Background: an optimization exercise with open tools, aiming at small area. Do not read the settings as production practice. Function was checked by simulation only, so behaviour that the tests miss may differ from the original. No run shown here takes its clock network from TritonCTS; it comes from the design's own scripts or RTL. The clock input has no modelled driver; a real chip could not lean on it and would need a root buffer or a full tree. No activity file was given, so power comes from the tool's default toggle rates.

[design/flow/design.v]
`timescale 1ns / 1ps
module top(
    input wire clk,
    input wire rstn,
    input wire uart_rx,
    output wire uart_tx,
    input wire [3:0] switches,
    output wire spi_cs,
    output wire spi_dq0,
    input wire spi_dq1,
    output wire spi_dq2,
    output wire spi_dq3,
    output wire spi_sck,
    output wire speaker_mute,
    output wire mclk,
    input wire i2c_scl_i,
    output wire i2c_scl_o,
    output wire i2c_scl_t,
    input wire i2c_sda_i,
    output wire i2c_sda_o,
    output wire i2c_sda_t,
    output wire i2s_lrclk,
    output wire i2s_dacdat,
    input wire i2s_adcdat,
    output wire i2s_bclk,
    output wire [31:0] bram_addra,
    input wire [31:0] bram_douta,
    output wire bram_ena,
    output wire bram_rsta
    );
    wire rst = ~rstn;
    assign speaker_mute = 1'b0;
    assign spi_cs = 1'b1;
    assign spi_dq0 = 1'b0;
    assign spi_dq2 = 1'b0;
    assign spi_dq3 = 1'b0;
    assign spi_sck = 1'b0;
    assign bram_rsta = 1'b0;
    assign bram_ena = 1'b1;
    assign i2c_scl_t = 1'b0;
    assign uart_tx = uart_rx;
    reg [2:0] mj;
    always @(posedge clk) begin
        if (rst) mj <= 3'b000;
        else mj <= {mj[1:0], ~mj[2]};
    end
    assign mclk = mj[2];
    reg [4:0] b;
    reg [1:0] v;
    reg [3:0] u;
    wire b_end = &b;
    wire step = b_end & v[1];            
    wire load = step & (&u[2:0]);        
    wire rise = load & ~u[3];
    always @(posedge clk) begin
        if (rst) begin
            b <= 5'd0;
            v <= 2'd0;
            u <= 4'd0;
        end else begin
            b <= b ^ {&b[3:0], &b[2:0], &b[1:0], b[0], 1'b1};
            v <= v ^ {b_end & (v[1] | v[0]), b_end & ~v[1]};
            u <= u ^ {load, step & u[1] & u[0], step & u[0], step};
        end
    end
    assign i2s_bclk = b[4];
    assign i2s_lrclk = u[3];
    reg [11:0] k;
    wire [11:0] kinc;
    genvar gi;
    assign kinc[0] = rise;
    generate for (gi = 1; gi < 12; gi = gi + 1) begin : kc
        assign kinc[gi] = kinc[gi-1] & k[gi-1];
    end endgenerate
    always @(posedge clk) begin
        if (rst | (rise & (&k[11:7]) & (&k[4:2]))) k <= 12'd0;
        else k <= k ^ kinc;
    end
    assign bram_addra = {20'b0, k[11:2], 2'b0};
    reg [23:0] d;
    always @(posedge clk) begin
        if (load) d <= bram_douta[31:8];
    end
    wire [7:0] col0 = {d[2], d[5], d[8], d[11], d[14], d[17], d[20], d[23]};
    wire [7:0] col1 = {d[1], d[4], d[7], d[10], d[13], d[16], d[19], d[22]};
    wire [7:0] col2 = {d[0], d[3], d[6], d[9], d[12], d[15], d[18], d[21]};
    wire [7:0] col = v[1] ? col2 : (v[0] ? col1 : col0);
    wire dbit = col[u[2:0]];
    reg [3:0] t;
    reg [1:0] s;
    reg [3:0] n;
    wire tail = &s;
    wire h = u[0] ^ t[0] ^ tail;
    wire i2c_done = t[3] & t[0];
    wire hold = i2c_done & n[2];
    wire adv = step & ~hold;
    wire wrap_t = adv & tail & n[3];                         
    wire end_byte = adv & h & ~tail & n[3] & (~s[1] | n[0]);  
    wire inc_n = adv & h & ~(~tail & n[3] & (~s[1] | n[0]));
    wire inc_t = end_byte & s[1];
    always @(posedge clk) begin
        if (rst) begin
            t <= 4'd0;
            s <= 2'd3;
            n <= 4'd7;
        end else begin
            n <= n ^ {(inc_n & n[2] & n[1] & n[0]) | end_byte | wrap_t,
                      inc_n & n[1] & n[0], inc_n & n[0], inc_n | (end_byte & n[0])};
            s <= s ^ {(end_byte & s[0]) | wrap_t, end_byte | wrap_t};
            t <= t ^ {inc_t & t[2] & t[1] & t[0], inc_t & t[1] & t[0], inc_t & t[0], inc_t};
        end
    end
    wire [15:0] w;
    assign w[0] = (t[0] & t[2]) | (t[1]);
    assign w[1] = (t[0] & t[1] & ~t[2]);
    assign w[2] = (~t[0] & t[1]) | (t[1] & ~t[2]);
    assign w[3] = (t[0] & ~t[1] & t[2]);
    assign w[4] = (t[0] & ~t[2]) | (t[1] & ~t[2]);
    assign w[5] = (~t[0] & t[1] & t[2]) | (t[0] & ~t[1] & ~t[2]) | (t[3]);
    assign w[6] = (~t[0] & t[1] & t[2]) | (t[0] & ~t[1] & ~t[2]) | (t[3]);
    assign w[7] = (~t[0] & t[1] & t[2]);
    assign w[8] = (~t[0] & t[1] & t[2]) | (t[0] & t[1] & ~t[2]);
    assign w[9] = (~t[0] & ~t[1] & ~t[3]) | (t[0] & t[1]) | (t[0] & t[2]);
    assign w[10] = (~t[0] & t[1] & t[2]) | (t[0] & ~t[1]) | (~t[1] & ~t[2]);
    assign w[11] = (~t[0] & ~t[2]) | (~t[1]);
    assign w[12] = (~t[0] & ~t[1] & ~t[2] & ~t[3]) | (t[0] & t[1] & t[2]);
    assign w[13] = 1'b0;
    assign w[14] = 1'b0;
    assign w[15] = 1'b0;
    wire [7:0] cur = s[1] ? w[7:0] : (s[0] ? w[15:8] : 8'b00110100);
    wire tbit = cur[~n[2:0]];
    wire scl_w = h | tail;
    wire sdat_w = ~tail & n[3] & ~n[0];
    wire sda_w = ~n[3] & (tail | tbit);
    reg sda_dly;
    always @(posedge clk) sda_dly <= sda_w;
    assign i2c_scl_o = scl_w;
    assign i2c_sda_t = sdat_w;
    assign i2c_sda_o = sda_dly;
    wire valid = (|k) | i2c_done;
    assign i2s_dacdat = switches[0] ? i2s_adcdat : (valid & dbit);
endmodule
[design/flow/flow/run.sh]
#!/bin/bash
set -euo pipefail
export SKIP_REPAIR_TIE_FANOUT=1
export BUFFER_PORTS_ARGS="-buffer_cell sky130_fd_sc_hd__buf_1"
export CLOCK_LEAF_CELL=sky130_fd_sc_hd__clkbuf_16
export CLOCK_LEAVES=2
export PRE_CTS_TCL=$PWD/flow/cts_pre.tcl
bash standard.sh > standard.log 2>&1
[design/flow/flow/cts_pre.tcl]
set block [ord::get_db_block]
set db [ord::get_db]
set master [$db findMaster $::env(CLOCK_LEAF_CELL)]
set k $::env(CLOCK_LEAVES)
set clknet [$block findNet clk]
set sinks {}
set xs {}
set ys {}
foreach it [$clknet getITerms] {
  set loc [[$it getInst] getLocation]
  lappend sinks $it
  lappend xs [lindex $loc 0]
  lappend ys [lindex $loc 1]
}
set n [llength $sinks]
# start from sinks spread along the sorted x+y order
set order [lsort -integer -indices [lmap x $xs y $ys {expr {$x + $y}}]]
set cx {}
set cy {}
for {set c 0} {$c < $k} {incr c} {
  set i [lindex $order [expr {int(($c + 0.5) * $n / $k)}]]
  lappend cx [lindex $xs $i]
  lappend cy [lindex $ys $i]
}
set cap [expr {int(ceil(double($n) / $k)) + 1}]
for {set iter 0} {$iter < 30} {incr iter} {
  # balanced assignment: nearest centre with room left, sinks farthest from
  # their best centre first
  set cnt [lrepeat $k 0]
  set asg [lrepeat $n -1]
  set pref {}
  for {set i 0} {$i < $n} {incr i} {
    set best 1e18
    for {set c 0} {$c < $k} {incr c} {
      set d [expr {abs([lindex $xs $i] - [lindex $cx $c]) + abs([lindex $ys $i] - [lindex $cy $c])}]
      if {$d < $best} { set best $d }
    }
    lappend pref [list $i $best]
  }
  foreach p [lsort -real -decreasing -index 1 $pref] {
    set i [lindex $p 0]
    set best 1e18
    set bc -1
    for {set c 0} {$c < $k} {incr c} {
      if {[lindex $cnt $c] >= $cap} continue
      set d [expr {abs([lindex $xs $i] - [lindex $cx $c]) + abs([lindex $ys $i] - [lindex $cy $c])}]
      if {$d < $best} { set best $d; set bc $c }
    }
    lset asg $i $bc
    lset cnt $bc [expr {[lindex $cnt $bc] + 1}]
  }
  set sx [lrepeat $k 0]
  set sy [lrepeat $k 0]
  for {set i 0} {$i < $n} {incr i} {
    set c [lindex $asg $i]
    lset sx $c [expr {[lindex $sx $c] + [lindex $xs $i]}]
    lset sy $c [expr {[lindex $sy $c] + [lindex $ys $i]}]
  }
  for {set c 0} {$c < $k} {incr c} {
    if {[lindex $cnt $c] > 0} {
      lset cx $c [expr {[lindex $sx $c] / [lindex $cnt $c]}]
      lset cy $c [expr {[lindex $sy $c] / [lindex $cnt $c]}]
    }
  }
}
for {set c 0} {$c < $k} {incr c} {
  set buf [odb::dbInst_create $block $master clkbuf_leaf_$c]
  set net [odb::dbNet_create $block clknet_leaf_$c]
  $net setSigType CLOCK
  [$buf findITerm A] connect $clknet
  [$buf findITerm X] connect $net
  $buf setLocation [expr {int([lindex $cx $c])}] [expr {int([lindex $cy $c])}]
  $buf setPlacementStatus PLACED
  set nets($c) $net
}
for {set i 0} {$i < $n} {incr i} {
  set it [lindex $sinks $i]
  $it disconnect
  $it connect $nets([lindex $asg $i])
}
puts "clock: $k x [$master getName] drive $n clock pins, groups of [lsort -integer $cnt]"
proc clock_tree_synthesis {args} {
  puts "clock_tree_synthesis skipped: clock buffered by cts_pre.tcl"
}
[design/flow/standard.sh]
#!/bin/bash
# synth_recipe.tcl (not shown) runs the flow's synth.tcl, then flattens the netlist and writes it again
# the make line also repeats each setting of config.mk as NAME=value (left out here)
make -C /OpenROAD-flow-scripts/flow DESIGN_CONFIG=/design/flow/config.mk WORK_HOME=/design/flow/orfs CLKGATE_MAP_FILE= SYNTH_SCRIPT=/design/flow/synth_recipe.tcl "${@:-finish}"
[design/flow/config.mk]
export PLATFORM = sky130hd
export DESIGN_NAME = top
export DESIGN_NICKNAME = top
export VERILOG_FILES = /design/flow/design.v
export SDC_FILE = /design/flow/constraint.sdc
export NUM_CORES = 4
export LEC_CHECK = 0
export CAP_MARGIN = 20
export CORE_MARGIN = 2
export CORE_UTILIZATION = 65
export PLACE_DENSITY = 0.75
export SLEW_MARGIN = 20
[design/flow/constraint.sdc]
create_clock -name core_clock -period 13.5 [get_ports {clk}]
set_input_delay 2.7000 -clock core_clock [delete_from_list [all_inputs] [get_ports {clk}]]
set_output_delay 2.7000 -clock core_clock [all_outputs]
set_load 0.01 [all_outputs]
==> impl_metrics.yaml, run 1 <==
pwr:
  totalPowerFinal_mw: 0.274
  swShare: 0.187
  vdd_ir_drop_max_mv: 0.0654
  p_switching_mw: 0.0512
  power.leakage_nw: 1.16
  clockPowerShare: 0.261
  power_density_nw_per_um2: 91.1
  pwr-share-seq: 0.703
  comb_power_share: 0.036
  p_int_mw: 0.223
global_routing:
  grtUsageTotal: 0.174
  grt_max_degree: 33
  grt_pass1_vias: 1679
  antenna_found_initial: 0
  grt_pass1_wl_mm: 7.60
  grt_overflow: 0
synthesis:
  synth_compound_area_frac: 0.0848
  synth_cell_types: 48
  synth_simple_gate_area_frac: 0.148
  seq_area_frac_synth: 0.469
  yosys.area.top_type: "dfxtp_1"
  synth_area_um2: 3110
  synthTopCellsByArea: "dfxtp_1 (24%), edfxtp_1 (23%), buf_4 (10%)"
  ys_seq_elements: 61
  synth.most_common_cell: "buf_4"
  synth-edff-count: 24
  ys_top_cells_by_count: "buf_4 (43), dfxtp_1 (37), and2_1 (29), edfxtp_1 (24), ha_1 (18)"
  synthCells: 281
  syn_nets: 342
  synth_mux_area_frac: 0.0567
  synth-xor-area-share: 0.0309
  synth-adder-area-share: 0.0723
  yosysWarnings: 1
  ys_dominant_reg_cell: "dfxtp_1"
  synthArstFlopShare: 0
  synth_top_family_by_area: "simple AND/OR/NAND/NOR gates"
  netlist.area_leader.share: 0.238
  synth_area_per_cell_um2: 11.1
timing:
  tns_ps: 0
  rsz0062_at_grt: "no"
  clock.fmax_mhz: 166
  hold-worst-slack_ps: 430
  worst_pin_slew_ps: 882
  slew_viol_final: 0
  relSlewSlack: 0.412
  fin_skew_ps: 2.81
  setup_viol: 0
  period_needed_ps: 6030
  timing.final.crit_share: 0.446
  finalHoldViolCount: 0
detailed_routing:
  vias: 1850
  route.detailed.drc: 0
  drtIter0Drc: 141
  antenna_left: 0
  dr.pass1.iters: 4
  viasPerCell: 5.71
  routed_wl_mm: 4.50
  wire_per_inst_um: 13.9
cts:
  path_clk_slew_ps: 110
  cts_hold_buffers: 0
  post_cts_buffers: 0
  clkLatencyLatePin_ps: 170
  cts_repair_resize_count: 0
finish:
  finish.net_count: 333
  diodes: 0
  drive_gt1_frac: 0.0519
  fin_cells: 324
  area_delta_synth_final_pct: -3.42
setup_path:
  cp-start-kind: "primary input"
  critical_path_arrival_ps: 3330
  end_kind: "output pin"
  crit_type: "in -> out"
  cp_max_fo: 2
  worstPathRequired_ps: 10800
place:
  routabilityCongestion: 0.900
  dpl.hpwl_mm: 3.28
  dpl.cell_count: 322
  portBuffers: 44
run_status:
  status: "timing/DRC/antenna clean"
floorplan:
  ios: 92
  row_count: 25
  die_w_um: 73.2
  die_h_um: 73.2
  dieArea_um2: 5360
  initial_utilization: 0.668
  coreArea_um2: 4660
flow_run:
  cap_viol_max_count: 0
worst_hold_path:
  holdCritPathClass: "reg -> reg"
layout make-up:
| type | instances | area [µm²] |
|---|---|---|
| timing repair buffer | 45 | 173 |
| fill | 382 | 1650 |
| buffer | 2 | 50.0 |
| inverter | 6 | 22.5 |
| tap | 54 | 67.6 |
| sequential | 61 | 1460 |
| multi-input combinational | 156 | 1230 |
per-layer routing:
| layer | part of all wire | track usage | up-vias |
|---|---|---|---|
| li1 | - | - | 929 |
| met1 | 0.47 | 0.273 | 865 |
| met2 | 0.47 | 0.278 | 52 |
| met3 | 0.054 | 0.00552 | 4 |
| met4 | 0.012 | 0.0247 | 0 |
| met5 | 0 | 0 | - |
logic make-up (layout without fill, tap and decap cells):
family	after synthesis	count (layout)
other	2	2
multiplexers	10	10
AO/OA/AOI/OAI	35	35
buffers and inverters	64	53
flip-flops	61	61
XOR/XNOR	11	11
AND/OR/NAND/NOR	80	80
adder cells (fa/ha/maj)	18	18
final timing paths:
| path | startpoint | end | slack [ps] | cells past startpoint |
|---|---|---|---|---|
| max | switches[0] | i2s_dacdat | 7470 | 4 |
| max reg2reg | b[0]$_SDFF_PN0_ | k[11]$_SDFF_PP0_ | 9560 | 20 |
| min | mj[2]$_SDFF_PN0_ | mj[0]$_SDFF_PN0_ | 430 | 1 |
| min reg2reg | mj[2]$_SDFF_PN0_ | mj[0]$_SDFF_PN0_ | 430 | 1 |
worst max-delay path, stage by stage:
cell and delay, ps:
buf_1 100, a41oi_1 200, a32o_1 180, buf_1 150
power by group through the flow:
stage	combinational (mW)	sequential, mW	clock, mW
6_report	0.00994	0.193	0.0714
3_5_place_dp	0.00993	0.197	0
2_1_floorplan	0.0131	0.197	0
4_1_cts	0.00994	0.197	0.0541
3_3_place_gp	0.00960	0.197	0
5_1_grt	0.0115	0.193	0.0792
stage by stage:
stage | utilization | worst slack (ps) | instance area, µm²
global placement | 0.634 | 7520 | 2960
detailed placement | 0.634 | 7470 | 2960
global route | 0.645 | 7430 | 3010
finish | 0.645 | 7470 | 3010
CTS | 0.645 | 7470 | 3010
floorplan | - | 7730 | 3110
state kept, by name (all words and copies together), names as in the netlist:
| name | cells |
|---|---|
| s | 2 |
| t | 4 |
| d | 24 |
| mj | 3 |
| v | 2 |
| u | 4 |
| sda_dly | 1 |
| b | 5 |
| k | 12 |
| n | 4 |
cells in the final DEF, fill, tap and decap left out, drive strengths merged, types with 2 or more instances in the layout:
cell / count
inv: 6
nand4: 2
a2111oi: 4
ha: 18
o21ai: 6
xnor2: 6
and2: 29
o221ai: 3
nand2b: 5
nor4: 5
and3: 3
clkbuf: 2
mux4: 6
mux2i: 3
nor2: 5
nand3: 7
buf: 45
a21oi: 6
xor2: 5
nand2: 14
nor3b: 2
nand3b: 3
a31oi: 3
edfxtp: 24
dfxtp: 37
conb: 2
nor2b: 3
==> run 2: changes to the inputs <==
==> design/flow/flow/run.sh (replaced) <==
#!/bin/bash
set -euo pipefail
export SKIP_REPAIR_TIE_FANOUT=1
export BUFFER_PORTS_ARGS="-buffer_cell sky130_fd_sc_hd__buf_1"
export CLOCK_LEAF_CELL=sky130_fd_sc_hd__clkbuf_8
export CLOCK_LEAVES=4
export PRE_CTS_TCL=$PWD/flow/cts_pre.tcl
bash standard.sh > standard.log 2>&1
--- a/design/flow/config.mk
+++ b/design/flow/config.mk
@@ -7,6 +7,5 @@
 export LEC_CHECK = 0
 export CAP_MARGIN = 20
 export CORE_MARGIN = 2
-export CORE_UTILIZATION = 65
-export PLACE_DENSITY = 0.75
+export CORE_UTILIZATION = 40
 export SLEW_MARGIN = 20
==> impl_metrics.yaml, run 2 <==
finish:
  diodes: 0
  fillers: 770
  finish.net_count: 334
  area_delta_synth_final_pct: -1.41
  drive_gt1_frac: 0.0554
  final_cell_mix: "buf_1 (44), dfxtp_1 (37), and2_1 (29), edfxtp_1 (24), ha_1 (18)"
  fin_area_um2: 3070
  reg.largest.list: "d (24), k (12), b (5)"
  largest_reg_flops: 24
  layout_commonest_cell: "buf_1"
  top_register: "d"
  multi_input_area_um2: 1240
  seq_area_um2: 1460
timing:
  finalHoldViolCount: 0
  rsz0062_at_grt: "no"
  worst_pin_slew_ps: 902
  period_needed_ps: 6000
  clock.fmax_mhz: 167
  setup_viol: 0
  hold-worst-slack_ps: 429
  fin_skew_ps: 6.12
  timing.final.crit_share: 0.444
  slew_viol_final: 0
  setup_ws_ps: 7500
  relSlewSlack: 0.399
  tns_ps: 0
synthesis:
  ys_seq_elements: 61
  synth_area_um2: 3110
  synthArstFlopShare: 0
  yosys.area.top_type: "dfxtp_1"
  yosysWarnings: 1
  synth_cell_types: 48
  syn_nets: 342
  synthCells: 281
  synth_area_per_cell_um2: 11.1
  seq_area_frac_synth: 0.469
  synth-edff-count: 24
  ys_dominant_reg_cell: "dfxtp_1"
  synthTopCellsByArea: "dfxtp_1 (24%), edfxtp_1 (23%), buf_4 (10%)"
  synth.most_common_cell: "buf_4"
  ys_top_cells_by_count: "buf_4 (43), dfxtp_1 (37), and2_1 (29), edfxtp_1 (24), ha_1 (18)"
  netlist.area_leader.share: 0.238
detailed_routing:
  route.detailed.drc: 0
  viasPerCell: 4.88
  wire_per_inst_um: 13.0
  antenna_left: 0
  vias: 1819
  drtIter0Drc: 45
  dr.pass1.iters: 4
  routed_wl_mm: 4.86
pwr:
  vdd_ir_drop_max_mv: 0.0878
  totalPowerFinal_mw: 0.276
  comb_power_share: 0.036
  swShare: 0.195
  power_density_nw_per_um2: 90.0
  p_int_mw: 0.223
  pwr-share-seq: 0.697
  power.leakage_nw: 1.15
  p_switching_mw: 0.0538
  clockPowerShare: 0.267
cts:
  cts_repair_resize_count: 0
  cts_hold_buffers: 0
  post_cts_buffers: 0
  path_clk_slew_ps: 100
  clkLatencyLatePin_ps: 160
setup_path:
  critical_path_arrival_ps: 3300
  cp-start-kind: "primary input"
  crit_type: "in -> out"
  cp_slowest_cell: "a41oi_1"
  cpMostUsedCell: "buf_1"
  cp_max_fo: 2
  cp_top_family: "compound AO/OA/AOI/OAI gates"
  worstPathRequired_ps: 10800
  crit_chain: "buf_1, a41oi_1, a32o_1, buf_1"
  end_kind: "output pin"
  path_buf_inv: 2
  critPathMaxStageDelay_ps: 180
floorplan:
  row_count: 32
  die_h_um: 92.2
  dieArea_um2: 8500
  die_w_um: 92.2
  ios: 92
  initial_utilization: 0.407
  coreArea_um2: 7650
global_routing:
  antenna_found_initial: 0
  grtUsageTotal: 0.114
  grt_pass1_wl_mm: 8.26
  grt_overflow: 0
  grt_pass1_vias: 1706
  grt_max_degree: 30
flow_run:
  cap_viol_max_count: 0
place:
  portBuffers: 44
  place_area_um2: 3010
  routabilityCongestion: 0.791
  dpl.hpwl_mm: 3.48
  pre_cts_slack_ps: 7490
worst_hold_path:
  holdCritPathClass: "reg -> reg"
run_status:
  status: "timing/DRC/antenna clean"
## run 2: power by group through the flow
stage	Sequential, mW	Clock, mW	Combinational [mW]
finish	0.193	0.0739	0.00988
CTS	0.197	0.0542	0.00991
global placement	0.197	0	0.00987
detailed placement	0.197	0	0.00993
global route	0.193	0.0810	0.0115
floorplan	0.197	0	0.0131
## run 2: worst register-to-register path, stage by stage (launching register included)
cell     delay [ps]
dfxtp_1         330
ha_1            210
and3_1          190
ha_1            250
and2_1          200
nand3_1         160
nor2_4          160
ha_1            260
ha_1            190
ha_1            180
ha_1            180
ha_1            180
ha_1            200
ha_1            190
ha_1            180
ha_1            180
ha_1            180
ha_1            180
ha_1            180
xor2_1          130
and2_1          150
## run 2: routing by layer
layer | global-route usage | share of wire | vias up
met1 | 0.171 | 0.50 | 846
met2 | 0.183 | 0.44 | 45
met4 | 0.0124 | 0.016 | 0
met3 | 0.0148 | 0.041 | 7
li1 | - | - | 921
met5 | 0 | 0 | -
## run 2: final cells by class
| class | count | area share |
|---|---|---|
| inverter | 6 | 0.00734 |
| tap | 102 | 0.0416 |
| multi-input combinational | 156 | 0.403 |
| buffer | 4 | 0.0179 |
| timing repair buffer | 44 | 0.0538 |
| sequential | 61 | 0.476 |
## run 2: worst paths after layout
| check | from | end | slack (ps) | cells past startpoint |
|---|---|---|---|---|
| hold / removal | mj[2]$_SDFF_PN0_ | mj[0]$_SDFF_PN0_ | 430 | 1 |
| hold reg to reg | mj[2]$_SDFF_PN0_ | mj[0]$_SDFF_PN0_ | 430 | 1 |
| setup / recovery | switches[0] | i2s_dacdat | 7500 | 4 |
| setup reg to reg | b[0]$_SDFF_PN0_ | k[11]$_SDFF_PP0_ | 9350 | 20 |
## run 2: cell families (layout without fill, tap and decap cells)
family / after synthesis / after routing / synth area share
compound gates: 35 / 35 / 0.0848
xor+xnor: 11 / 11 / 0.0309
fa+ha+maj: 18 / 18 / 0.0723
buf+inv: 64 / 54 / 0.135
flops: 61 / 61 / 0.469
mux: 10 / 10 / 0.0567
other cells: 2 / 2 / 0.00241
simple gates: 80 / 80 / 0.148
## run 2: stage by stage
step | util | instances
floorplan | - | 281
global placement | 0.393 | 369
detailed placement | 0.394 | 369
CTS | 0.401 | 373
global route | 0.401 | 373
finish | 0.401 | 373
==> run 3: changes to the inputs <==
--- a/design/flow/design.v
+++ b/design/flow/design.v
@@ -39,12 +39,11 @@
     assign bram_ena = 1'b1;
     assign i2c_scl_t = 1'b0;
     assign uart_tx = uart_rx;
-    reg [2:0] mj;
+    reg [1:0] m3;
     always @(posedge clk) begin
-        if (rst) mj <= 3'b000;
-        else mj <= {mj[1:0], ~mj[2]};
+        if (rst) m3 <= 2'd0;
+        else m3 <= {m3[0], ~m3[1] & ~m3[0]};
     end
-    assign mclk = mj[2];
     reg [4:0] b;
     reg [1:0] v;
     reg [3:0] u;
@@ -64,6 +63,7 @@
         end
     end
     assign i2s_bclk = b[4];
+    assign mclk = b[0] ^ m3[0];
     assign i2s_lrclk = u[3];
     reg [11:0] k;
     wire [11:0] kinc;
==> design/flow/flow/run.sh (replaced) <==
#!/bin/bash
set -euo pipefail
export SKIP_REPAIR_TIE_FANOUT=1
export BUFFER_PORTS_ARGS="-buffer_cell sky130_fd_sc_hd__buf_1"
export CLOCK_LEAF_CELL=sky130_fd_sc_hd__clkbuf_16
export CLOCK_LEAVES=2
export PRE_CTS_TCL=$PWD/flow/cts_pre.tcl
bash standard.sh > standard.log 2>&1
--- a/design/flow/config.mk
+++ b/design/flow/config.mk
@@ -7,5 +7,6 @@
 export LEC_CHECK = 0
 export CAP_MARGIN = 20
 export CORE_MARGIN = 2
-export CORE_UTILIZATION = 40
+export CORE_UTILIZATION = 65
+export PLACE_DENSITY = 0.75
 export SLEW_MARGIN = 20
==> impl_metrics.yaml, run 3 <==
finish:
  fin_cells: 322
  area_delta_synth_final_pct: -3.03
  reg.largest.list: "d (24), k (12), b (5)"
  fillers: 360
  diodes: 0
  layout_commonest_cell: "buf_1"
  drive_gt1_frac: 0.0407
  top_register: "d"
  largest_reg_flops: 24
  final_cell_mix: "buf_1 (44), dfxtp_1 (36), and2_1 (28), edfxtp_1 (24), ha_1 (18)"
  finish.net_count: 333
floorplan:
  die_h_um: 72.5
  initial_utilization: 0.687
  coreArea_um2: 4440
  ios: 92
  row_count: 24
  dieArea_um2: 5260
  die_w_um: 72.5
timing:
  period_needed_ps: 5960
  rsz0062_at_grt: "no"
  slew_viol_final: 0
  finalHoldViolCount: 0
  relSlewSlack: 0.441
  tns_ps: 0
  fin_skew_ps: 5.91
  setup_viol: 0
  timing.final.crit_share: 0.442
  worst_pin_slew_ps: 839
  clock.fmax_mhz: 168
detailed_routing:
  wire_per_inst_um: 14.4
  route.detailed.drc: 0
  antenna_left: 0
  routed_wl_mm: 4.64
  viasPerCell: 5.70
  drtIter0Drc: 109
  vias: 1836
  dr.pass1.iters: 4
setup_path:
  crit_path_end: "i2s_dacdat"
  cp_top_family: "compound AO/OA/AOI/OAI gates"
  cp-start-kind: "primary input"
  path_buf_inv: 2
  cpMostUsedCell: "buf_1"
  critical_path_arrival_ps: 3260
  r2r-start: "b[0]$_SDFF_PN0_"
  critPathMaxStageDelay_ps: 170
  cp_slowest_cell: "a41oi_1"
  worst-r2r-setup-slack_ps: 9330
  crit_start: "switches[0]"
  rr_endpoint: "k[11]$_SDFF_PP0_"
  crit_chain: "buf_1, a41oi_1, a22o_1, buf_1"
  path_depth: 4
  cp_max_fo: 2
  crit_type: "in -> out"
  worstPathRequired_ps: 10800
  end_kind: "output pin"
  r2r_cells: 20
place:
  portBuffers: 44
  dpl.hpwl_mm: 3.41
  dpl.cell_count: 320
  routabilityCongestion: 0.829
synthesis:
  netlist.area_leader.share: 0.236
  synthCells: 280
  synth-edff-count: 24
  synth.most_common_cell: "buf_4"
  synthArstFlopShare: 0
  ys_seq_elements: 60
  synthTopCellsByArea: "dfxtp_1 (24%), edfxtp_1 (24%), buf_4 (11%)"
  synth_area_per_cell_um2: 10.9
  synth_area_um2: 3050
  yosys.area.top_type: "dfxtp_1"
  ys_top_cells_by_count: "buf_4 (43), dfxtp_1 (36), and2_1 (28), edfxtp_1 (24), ha_1 (18)"
  seq_area_frac_synth: 0.472
  synth_cell_types: 49
  ys_dominant_reg_cell: "dfxtp_1"
  syn_nets: 341
  yosysWarnings: 1
global_routing:
  grtUsageTotal: 0.180
  grt_max_degree: 31
  grt_pass1_vias: 1773
  grt_overflow: 0
  antenna_found_initial: 0
  grt_pass1_wl_mm: 7.76
pwr:
  comb_power_share: 0.040
  power.leakage_nw: 1.18
  pwr-share-seq: 0.703
  power_density_nw_per_um2: 91.3
  swShare: 0.186
  clockPowerShare: 0.257
  vdd_ir_drop_max_mv: 0.110
  p_switching_mw: 0.0501
  p_int_mw: 0.220
cts:
  clkLatencyLatePin_ps: 170
  post_cts_buffers: 0
  cts_repair_resize_count: 0
  path_clk_slew_ps: 110
  cts_hold_buffers: 0
worst_hold_path:
  holdCritPathClass: "reg -> reg"
flow_run:
  cap_viol_max_count: 0
run_status:
  status: "timing/DRC/antenna clean"
## run 3: worst register-to-register path, cell delays in order, from the launching register on
cell	delay, ps
dfxtp_1	350
ha_1	220
and3_1	190
ha_1	230
and2_1	200
nand3_1	160
nor2_4	160
ha_1	250
ha_1	190
ha_1	180
ha_1	190
ha_1	190
ha_1	200
ha_1	190
ha_1	180
ha_1	180
ha_1	180
ha_1	180
ha_1	190
xor2_1	140
and2_1	150
## run 3: stage by stage
step | setup slack [ps] | util | hold slack [ps] | area, µm² | power, mW
2_1_floorplan | 7770 | - | 372 | 3050 | 0.208
3_3_place_gp | 7540 | 0.653 | 375 | 2900 | 0.204
3_5_place_dp | 7570 | 0.653 | 386 | 2900 | 0.205
4_1_cts | 7550 | 0.665 | 386 | 2950 | 0.258
5_1_grt | 7510 | 0.666 | 429 | 2960 | 0.279
6_report | 7540 | 0.666 | 396 | 2960 | 0.270
## run 3: power by group through the flow
stage          logic, mW  clock network [mW]  registers (mW)
3_5_place_dp      0.0108                   0           0.194
5_1_grt           0.0125              0.0763           0.190
4_1_cts           0.0108              0.0536           0.194
6_report          0.0108              0.0694           0.190
3_3_place_gp      0.0103                   0           0.194
2_1_floorplan     0.0137                   0           0.194
## run 3: worst min-delay path by stage
stage                             to  slack [ps]  cells past startpoint             start
finish              m3[0]$_SDFF_PN0_         400                      1  m3[1]$_SDFF_PN0_
global route        m3[0]$_SDFF_PN0_         430                      1  m3[1]$_SDFF_PN0_
CTS                 m3[0]$_SDFF_PN0_         390                      1  m3[1]$_SDFF_PN0_
detailed placement  m3[0]$_SDFF_PN0_         390                      1  m3[1]$_SDFF_PN0_
global placement    m3[0]$_SDFF_PN0_         380                      1  m3[1]$_SDFF_PN0_
floorplan           m3[0]$_SDFF_PN0_         370                      1  m3[1]$_SDFF_PN0_
## run 3: logic make-up after synthesis
group,count (synthesis),share of synthesized area
AO/OA/AOI/OAI,33,0.0726
XOR/XNOR,12,0.0344
adder cells (fa/ha/maj),18,0.0738
buffers and inverters,64,0.134
flip-flops,60,0.472
multiplexers,7,0.0476
other,2,0.00246
AND/OR/NAND/NOR,84,0.162
## run 3: routing by layer
layer | routed length [µm] | GRT usage | share of wire | vias to the layer above
met1 | 2080 | 0.241 | 0.45 | 858
met2 | 2230 | 0.321 | 0.48 | 52
met3 | 246 | 0.0139 | 0.053 | 8
met4 | 87 | 0.0350 | 0.019 | 0
met5 | 0 | 0 | 0 | -
li1 | - | - | - | 918
## run 3: layout make-up
class | instances | area, µm² | share of cell area
sequential | 60 | 1440 | 0.487
multi-input combinational | 156 | 1210 | 0.408
timing repair buffer | 44 | 165 | 0.0558
tap | 52 | 65.1 | 0.0220
buffer | 2 | 50.0 | 0.0169
inverter | 8 | 30.0 | 0.0101
==> run 4: changes to the inputs <==
--- a/design/flow/flow/run.sh
+++ b/design/flow/flow/run.sh
@@ -5,4 +5,5 @@
 export CLOCK_LEAF_CELL=sky130_fd_sc_hd__clkbuf_16
 export CLOCK_LEAVES=2
 export PRE_CTS_TCL=$PWD/flow/cts_pre.tcl
+export POST_FLOORPLAN_TCL=$PWD/flow/tie_merge.tcl
 bash standard.sh > standard.log 2>&1
==> design/flow/flow/tie_merge.tcl (new file) <==
# One conb cell has both a HI and a LO output: drive the constant-1 and the
# constant-0 nets from the same cell and remove the other tie cell.
set block [ord::get_db_block]
set ties {}
foreach inst [$block getInsts] {
  if {[[$inst getMaster] getName] eq "sky130_fd_sc_hd__conb_1"} { lappend ties $inst }
}
if {[llength $ties] == 2} {
  set keep [lindex $ties 0]
  set drop [lindex $ties 1]
  foreach pin {HI LO} {
    set dnet [[$drop findITerm $pin] getNet]
    if {$dnet eq "NULL" || $dnet eq ""} continue
    set knet [[$keep findITerm $pin] getNet]
    if {$knet ne "NULL" && $knet ne ""} {
      puts "tie_merge: both cells drive $pin, left as is"
      return
    }
    [$drop findITerm $pin] disconnect
    [$keep findITerm $pin] connect $dnet
  }
  odb::dbInst_destroy $drop
  puts "tie_merge: [$keep getName] drives both constants"
}
==> impl_metrics.yaml, run 4 <==
synthesis:
  synthTopCellsByArea: "dfxtp_1 (24%), edfxtp_1 (24%), buf_4 (11%)"
  yosysWarnings: 1
  yosys.area.top_type: "dfxtp_1"
  ys_seq_elements: 60
  ys_top_cells_by_count: "buf_4 (43), dfxtp_1 (36), and2_1 (28), edfxtp_1 (24), ha_1 (18)"
  synth_area_per_cell_um2: 10.9
  synthArstFlopShare: 0
  synth_area_um2: 3050
  synth_cell_types: 49
  ys_dominant_reg_cell: "dfxtp_1"
  seq_area_frac_synth: 0.472
  synthCells: 280
  netlist.area_leader.share: 0.236
  synth-edff-count: 24
  syn_nets: 341
  synth.most_common_cell: "buf_4"
place:
  portBuffers: 44
  dpl.hpwl_mm: 3.22
  routabilityCongestion: 0.851
timing:
  tns_ps: 0
  timing.final.crit_share: 0.441
  period_needed_ps: 5950
  worst_pin_slew_ps: 854
  fin_skew_ps: 4.94
  finalHoldViolCount: 0
  relSlewSlack: 0.431
  rsz0062_at_grt: "no"
  clock.fmax_mhz: 168
  hold-worst-slack_ps: 393
  setup_viol: 0
  slew_viol_final: 0
floorplan:
  initial_utilization: 0.687
  dieArea_um2: 5260
  coreArea_um2: 4440
  die_h_um: 72.5
  ios: 92
  row_count: 24
  die_w_um: 72.5
global_routing:
  grt_max_degree: 32
  grt_pass1_wl_mm: 7.60
  antenna_found_initial: 0
  grt_pass1_vias: 1720
  grtUsageTotal: 0.175
  grt_overflow: 0
setup_path:
  rr_endpoint: "k[11]$_SDFF_PP0_"
  crit_chain: "buf_1, a41oi_1, a22o_1, buf_1"
  cp-start-kind: "primary input"
  critical_path_arrival_ps: 3250
  r2r-start: "b[0]$_SDFF_PN0_"
  critPathMaxStageDelay_ps: 170
  crit_start: "switches[0]"
  cpMostUsedCell: "buf_1"
  crit_type: "in -> out"
  cp_slowest_cell: "a41oi_1"
  worstPathRequired_ps: 10800
  cp_max_fo: 2
  crit_path_end: "i2s_dacdat"
  end_kind: "output pin"
  worst-r2r-setup-slack_ps: 9360
  r2r_cells: 20
finish:
  area_delta_synth_final_pct: -3.16
  finish.net_count: 333
  diodes: 0
  seq_area_um2: 1440
  layout_commonest_cell: "buf_1"
  final_cell_mix: "buf_1 (44), dfxtp_1 (36), and2_1 (28), edfxtp_1 (24), ha_1 (18)"
  fillers: 365
  reg.largest.list: "d (24), k (12), b (5)"
  drive_gt1_frac: 0.0409
  top_register: "d"
  multi_input_area_um2: 1200
  largest_reg_flops: 24
pwr:
  vdd_ir_drop_max_mv: 0.118
  power.leakage_nw: 1.18
  power_density_nw_per_um2: 91.3
  totalPowerFinal_mw: 0.270
detailed_routing:
  drtIter0Drc: 92
  wire_per_inst_um: 13.8
  route.detailed.drc: 0
  dr.pass1.iters: 4
  vias: 1820
  viasPerCell: 5.67
  antenna_left: 0
  routed_wl_mm: 4.42
run_status:
  status: "timing/DRC/antenna clean"
cts:
  path_clk_slew_ps: 100
  clkLatencyLatePin_ps: 170
  cts_repair_resize_count: 0
  cts_hold_buffers: 0
  post_cts_buffers: 0
worst_hold_path:
  holdCritPathClass: "reg -> reg"
flow_run:
  cap_viol_max_count: 0
-- run 4: critical path, delay by kind of cell --
family                 cells  cell delay [ps]
AO/OA/AOI/OAI              2              320
buffers and inverters      2              240
-- run 4: layer usage --
metal,vias to the layer above,track usage,part of all wire
met4,0,0.0144,0.010
met5,-,0,0
li1,920,-,-
met1,852,0.248,0.47
met2,45,0.311,0.47
met3,3,0.0111,0.046
-- run 4: cells by family (layout without fill, tap and decap cells) --
group | after synthesis | in the layout | share of synthesized area
xor gates and xnor gates | 12 | 12 | 0.0344
and+or+nand+nor | 84 | 84 | 0.162
other | 2 | 1 | 0.00246
buffers and inverters | 64 | 54 | 0.134
muxes | 7 | 7 | 0.0476
DFF | 60 | 60 | 0.472
adders and majority gates | 18 | 18 | 0.0738
AOI/OAI and AO/OA | 33 | 33 | 0.0726
-- run 4: worst min-delay path by stage --
stage                                 from          endpoint  slack (ps)  cells after the start
after floorplan           m3[1]$_SDFF_PN0_  m3[0]$_SDFF_PN0_         370                      1
after global placement    m3[1]$_SDFF_PN0_  m3[0]$_SDFF_PN0_         370                      1
after detailed placement  m3[1]$_SDFF_PN0_  m3[0]$_SDFF_PN0_         380                      1
after CTS                 m3[1]$_SDFF_PN0_  m3[0]$_SDFF_PN0_         380                      1
after global routing      m3[1]$_SDFF_PN0_  m3[0]$_SDFF_PN0_         420                      1
final                     m3[1]$_SDFF_PN0_  m3[0]$_SDFF_PN0_         390                      1
-- run 4: cell type report --
cell class,count,share of cell area
Timing Repair Buffer,44,0.0559
Inverter,8,0.0102
Sequential cell,60,0.488
Buffer,2,0.0169
Tap cell,52,0.0220
Multi-Input combinational cell,155,0.407
-- run 4: metrics by stage --
step | std cells | setup WS, ps | utilization | instance area, µm²
floorplan | 280 | 7770 | - | 3050
global placement | 319 | 7530 | 0.653 | 2900
detailed placement | 319 | 7560 | 0.653 | 2900
CTS | 321 | 7540 | 0.664 | 2950
global route | 321 | 7480 | 0.665 | 2960
finish | 321 | 7550 | 0.665 | 2960
-- run 4: power breakdown --
part	internal, mW	switching, mW	total, mW
registers	0.189	0.000676	0.190
logic	0.00328	0.00726	0.0105
clock network	0.0275	0.0418	0.0693
total	0.220	0.0497	0.270
==> run 5: changes to the inputs <==
==> design/flow/config.mk (replaced) <==
export PLATFORM = sky130hd
export DESIGN_NAME = top
export DESIGN_NICKNAME = top
export VERILOG_FILES = /design/flow/design.v
export SDC_FILE = /design/flow/constraint.sdc
export NUM_CORES = 4
export LEC_CHECK = 0
export CAP_MARGIN = 0
export CORE_MARGIN = 2
export CORE_UTILIZATION = 65
export PLACE_DENSITY = 0.75
export SLEW_MARGIN = 0
==> impl_metrics.yaml, run 5 <==
detailed_routing:
  wire_per_inst_um: 13.8
  routed_wl_mm: 4.42
  antenna_left: 0
  viasPerCell: 5.72
  drtIter0Drc: 105
  vias: 1837
  route.detailed.drc: 0
  dr.pass1.iters: 4
synthesis:
  seq_area_frac_synth: 0.472
  synth_cell_types: 49
  ys_dominant_reg_cell: "dfxtp_1"
  ys_top_cells_by_count: "buf_4 (43), dfxtp_1 (36), and2_1 (28), edfxtp_1 (24), ha_1 (18)"
  syn_nets: 341
  synth.most_common_cell: "buf_4"
  synth_area_per_cell_um2: 10.9
  synthCells: 280
  yosys.area.top_type: "dfxtp_1"
  synth-edff-count: 24
  yosysWarnings: 1
  synth_area_um2: 3050
  netlist.area_leader.share: 0.236
  synthArstFlopShare: 0
  synthTopCellsByArea: "dfxtp_1 (24%), edfxtp_1 (24%), buf_4 (11%)"
  ys_seq_elements: 60
finish:
  area_delta_synth_final_pct: -3.32
  largest_reg_flops: 24
  diodes: 0
  final_cell_mix: "buf_1 (44), dfxtp_1 (36), and2_1 (28), edfxtp_1 (24), ha_1 (18)"
  top_register: "d"
  drive_gt1_frac: 0.0409
  finish.net_count: 333
  layout_commonest_cell: "buf_1"
  fin_area_um2: 2950
  fin_util: 0.664
  reg.largest.list: "d (24), k (12), b (5)"
  fin_cells: 321
timing:
  worst_pin_slew_ps: 1170
  clock.fmax_mhz: 168
  slew_viol_final: 0
  setup_viol: 0
  tns_ps: 0
  setup_ws_ps: 7550
  timing.final.crit_share: 0.441
  relSlewSlack: 0.218
  hold-worst-slack_ps: 393
  finalHoldViolCount: 0
  fin_skew_ps: 5.14
  rsz0062_at_grt: "no"
  period_needed_ps: 5950
global_routing:
  grtUsageTotal: 0.175
  grt_overflow: 0
  grt_max_degree: 32
  grt_pass1_vias: 1720
  grt_pass1_wl_mm: 7.60
  antenna_found_initial: 0
place:
  routabilityCongestion: 0.851
  place_area_um2: 2900
  portBuffers: 44
  dpl.cell_count: 319
  pre_cts_slack_ps: 7560
  dpl.hpwl_mm: 3.22
setup_path:
  end_kind: "output pin"
  cp_max_fo: 2
  cp_slowest_cell: "a41oi_1"
  rr_endpoint: "k[11]$_SDFF_PP0_"
  critical_path_arrival_ps: 3250
  cp-start-kind: "primary input"
  cp_top_family: "compound AO/OA/AOI/OAI gates"
  crit_chain: "buf_1, a41oi_1, a22o_1, buf_1"
  crit_type: "in -> out"
  r2r-start: "b[0]$_SDFF_PN0_"
  worstPathRequired_ps: 10800
  critPathMaxStageDelay_ps: 170
  cpMostUsedCell: "buf_1"
  worst-r2r-setup-slack_ps: 9040
  r2r_cells: 20
  path_buf_inv: 2
floorplan:
  row_count: 24
  ios: 92
  dieArea_um2: 5260
  coreArea_um2: 4440
  die_w_um: 72.5
  die_h_um: 72.5
  initial_utilization: 0.687
cts:
  cts_repair_resize_count: 0
  clkLatencyLatePin_ps: 160
  path_clk_slew_ps: 100
  post_cts_buffers: 0
  cts_hold_buffers: 0
worst_hold_path:
  hold_path_depth: 1
  holdCritPathClass: "reg -> reg"
  whs_endpoint: "m3[0]$_SDFF_PN0_"
  min_from: "m3[1]$_SDFF_PN0_"
pwr:
  power.leakage_nw: 1.18
  power_density_nw_per_um2: 91.3
  totalPowerFinal_mw: 0.270
  vdd_ir_drop_max_mv: 0.118
flow_run:
  cap_viol_max_count: 0
run_status:
  status: "timing/DRC/antenna clean"
run 5: cell counts after synthesis:
Identical to the previous run, type by type.
run 5: logic make-up after synthesis:
group           Yosys count  synth area share
compound gates           33            0.0726
simple gates             84             0.162
fa+ha+maj                18            0.0738
xor+xnor                 12            0.0344
buf+inv                  64             0.134
other cells               2           0.00246
mux                       7            0.0476
flops                    60             0.472
run 5: metal layers:
| metal | global-route usage | vias to the layer above | part of all wire |
|---|---|---|---|
| li1 | - | 921 | - |
| met2 | 0.311 | 48 | 0.48 |
| met3 | 0.0111 | 3 | 0.048 |
| met1 | 0.248 | 865 | 0.46 |
| met4 | 0.0144 | 0 | 0.010 |
| met5 | 0 | - | 0 |
run 5: area by class of cell:
type	count	area, µm²
plain buffers	2	50.0
inverters	8	30.0
fillers	363	1490
well taps	52	65.1
flip-flops and latches	60	1440
repair buffers	44	165
multi-input cells	155	1200
run 5: how the worst max path moves through the flow:
stage,from,to,slack [ps],cells past startpoint
after global routing,switches[0],i2s_dacdat,7480,4
after CTS,switches[0],i2s_dacdat,7540,4
after floorplan,switches[0],i2s_dacdat,7770,2
final,switches[0],i2s_dacdat,7550,4
after global placement,switches[0],i2s_dacdat,7530,4
after detailed placement,switches[0],i2s_dacdat,7560,4
run 5: power breakdown:
group          switching [mW]  leakage (nW)  internal (mW)
logic                 0.00727         0.646        0.00328
clock network          0.0416        0.0246         0.0275
registers            0.000677         0.507          0.189
==> run 6: changes to the inputs <==
==> design/flow/flow/run.sh (replaced) <==
#!/bin/bash
set -euo pipefail
export SKIP_REPAIR_TIE_FANOUT=1
export BUFFER_PORTS_ARGS="-buffer_cell sky130_fd_sc_hd__buf_1"
export CLOCK_LEAF_CELL=sky130_fd_sc_hd__clkbuf_8
export CLOCK_LEAVES=3
export PRE_CTS_TCL=$PWD/flow/cts_pre.tcl
export POST_FLOORPLAN_TCL=$PWD/flow/tie_merge.tcl
bash standard.sh > standard.log 2>&1
==> design/flow/config.mk (replaced) <==
export PLATFORM = sky130hd
export DESIGN_NAME = top
export DESIGN_NICKNAME = top
export VERILOG_FILES = /design/flow/design.v
export SDC_FILE = /design/flow/constraint.sdc
export NUM_CORES = 4
export LEC_CHECK = 0
export CAP_MARGIN = 20
export CORE_MARGIN = 2
export CORE_UTILIZATION = 80
export PLACE_DENSITY = 0.9
export SLEW_MARGIN = 20
==> impl_metrics.yaml, run 6 <==
worst_hold_path:
  holdCritPathClass: "reg -> reg"
  min_from: "m3[1]$_SDFF_PN0_"
  hold_path_depth: 1
  whs_endpoint: "m3[0]$_SDFF_PN0_"
pwr:
  power.leakage_nw: 1.17
  p_switching_mw: 0.0513
  power_density_nw_per_um2: 90.0
  p_int_mw: 0.213
  swShare: 0.194
  comb_power_share: 0.041
  pwr-share-seq: 0.718
  clockPowerShare: 0.242
  vdd_ir_drop_max_mv: 0.134
timing:
  worst_pin_slew_ps: 854
  clock.fmax_mhz: 167
  setup_viol: 0
  tns_ps: 0
  slew_viol_final: 0
  timing.final.crit_share: 0.444
  fin_skew_ps: 11.0
  rsz0062_at_grt: "no"
  period_needed_ps: 6000
  finalHoldViolCount: 0
  setup_ws_ps: 7500
  relSlewSlack: 0.431
floorplan:
  dieArea_um2: 4320
  die_w_um: 65.8
  ios: 92
  die_h_um: 65.8
  row_count: 22
  coreArea_um2: 3660
  initial_utilization: 0.834
setup_path:
  worst-r2r-setup-slack_ps: 9300
  r2r_cells: 20
  cp_slowest_cell: "a22o_1"
  crit_type: "in -> out"
  crit_chain: "buf_1, a41oi_1, a22o_1, buf_1"
  end_kind: "output pin"
  cp_max_fo: 2
  worstPathRequired_ps: 10800
  cpMostUsedCell: "buf_1"
  rr_endpoint: "k[11]$_SDFF_PP0_"
  r2r-start: "b[0]$_SDFF_PN0_"
  cp-start-kind: "primary input"
  critical_path_arrival_ps: 3300
  critPathMaxStageDelay_ps: 180
finish:
  largest_reg_flops: 24
  fin_area_um2: 2940
  finish.net_count: 334
  reg.largest.list: "d (24), k (12), b (5)"
  fin_util: 0.803
  layout_commonest_cell: "buf_1"
  area_delta_synth_final_pct: -3.61
  top_register: "d"
  fin_cells: 318
  drive_gt1_frac: 0.0444
  fillers: 220
  diodes: 0
  final_cell_mix: "buf_1 (44), dfxtp_1 (36), and2_1 (28), edfxtp_1 (24), ha_1 (18)"
synthesis:
  yosys.area.top_type: "dfxtp_1"
  synth_area_per_cell_um2: 10.9
  syn_nets: 341
  yosysWarnings: 1
  synthTopCellsByArea: "dfxtp_1 (24%), edfxtp_1 (24%), buf_4 (11%)"
  synthCells: 280
  synth-edff-count: 24
  synth.most_common_cell: "buf_4"
  ys_top_cells_by_count: "buf_4 (43), dfxtp_1 (36), and2_1 (28), edfxtp_1 (24), ha_1 (18)"
  netlist.area_leader.share: 0.236
  ys_dominant_reg_cell: "dfxtp_1"
  synth_area_um2: 3050
  ys_seq_elements: 60
  synth_cell_types: 49
  synthArstFlopShare: 0
  seq_area_frac_synth: 0.472
place:
  place_area_um2: 2900
  dpl.cell_count: 315
  routabilityCongestion: 0.820
  pre_cts_slack_ps: 7530
  dpl.hpwl_mm: 3.80
  portBuffers: 44
cts:
  cts_repair_resize_count: 0
  cts_hold_buffers: 0
  clkLatencyLatePin_ps: 170
  post_cts_buffers: 0
  path_clk_slew_ps: 120
detailed_routing:
  antenna_left: 0
  dr.pass1.iters: 4
  route.detailed.drc: 0
  vias: 1910
  wire_per_inst_um: 16.4
  drtIter0Drc: 200
  routed_wl_mm: 5.22
  viasPerCell: 6.01
global_routing:
  antenna_found_initial: 0
  grtUsageTotal: 0.242
  grt_max_degree: 30
  grt_pass1_vias: 1799
  grt_pass1_wl_mm: 8.10
  grt_overflow: 0
flow_run:
  cap_viol_max_count: 0
run_status:
  status: "timing/DRC/antenna clean"
[run 6: cell counts after synthesis]
No cell type changed its count.
[run 6: layer usage]
metal	up-vias	part of all wire	GRT usage
met1	889	0.39	0.297
met5	-	0	0
li1	923	-	-
met3	14	0.066	0.0291
met2	84	0.51	0.444
met4	0	0.030	0.0703
[run 6: worst max path at each step]
stage	from	endpoint	slack (ps)	cells after the start
floorplan	switches[0]	i2s_dacdat	7770	2
global placement	switches[0]	i2s_dacdat	7540	4
detailed placement	switches[0]	i2s_dacdat	7530	4
CTS	switches[0]	i2s_dacdat	7520	4
global route	switches[0]	i2s_dacdat	7430	4
finish	switches[0]	i2s_dacdat	7500	4
[run 6: layout make-up]
cell class,count,area [µm²],area share
Buffer,3,41.3,0.0140
Inverter,8,30.0,0.0102
Multi-Input combinational cell,155,1200,0.409
Sequential cell,60,1440,0.490
Tap cell,48,60.1,0.0204
Timing Repair Buffer,44,165,0.0561
[run 6: through the flow]
stage | total power [mW] | hold WS [ps]
2_1_floorplan | 0.208 | 372
5_1_grt | 0.271 | 426
4_1_cts | 0.252 | 382
3_3_place_gp | 0.204 | 376
6_report | 0.265 | 396
3_5_place_dp | 0.205 | 382
[run 6: cell families (layout without fill, tap and decap cells)]
kind of cell               Yosys count  in the layout  synth area share
AOI/OAI and AO/OA                   33             33            0.0726
xor gates and xnor gates            12             12            0.0344
adders and majority gates           18             18            0.0738
buffers and inverters               64             55             0.134
DFF                                 60             60             0.472
muxes                                7              7            0.0476
other                                2              1           0.00246
and+or+nand+nor                     84             84             0.162
[run 6: power by group through the flow]
stage               logic (mW)  registers (mW)  clock network, mW
finish                  0.0107           0.190             0.0640
CTS                     0.0107           0.194             0.0472
global route            0.0122           0.190             0.0684
global placement        0.0102           0.194                  0
floorplan               0.0137           0.194                  0
detailed placement      0.0106           0.194                  0
[run 6: critical path: cells and delay by family]
kind | cells | cell delay [ps]
buf+inv | 2 | 250
compound gates | 2 | 350

-- separate check: timing with driven ports --
Ports are ideal in the flow. The routed layouts listed here were re-timed in OpenROAD.
Step 1 assumes that a clkbuf_16 drives the clock port and a buf_2 every other input.
Step 2, shift: input delay + t, output delay - t, t = (earliest + latest rising clock arrival at the registers) / 2. This alone moves slack from input paths to output paths.
Slacks: no drivers / after step 1 / after step 2; pairs: no drivers / after step 1.
| run | t (ns) | setup WS [ns] | latest minus earliest clock arrival (ns) |
|---|---|---|---|
| run 1 | 0.209 | 7.473 / 7.451 / 7.451 | 0.003 / 0.003 |
| run 2 | 0.208 | 7.500 / 7.479 / 7.479 | 0.007 / 0.006 |
| run 3 | 0.207 | 7.539 / 7.519 / 7.519 | 0.006 / 0.006 |
| run 4 | 0.208 | 7.545 / 7.526 / 7.526 | 0.005 / 0.005 |
| run 5 | 0.208 | 7.545 / 7.526 / 7.526 | 0.005 / 0.005 |
| run 6 | 0.212 | 7.503 / 7.474 / 7.474 | 0.011 / 0.011 |
After both steps every run listed still meets setup and hold. For run 6, which loses most, drivers alone change the setup slack by -0.029 ns; drivers and shift together by -0.029 ns.
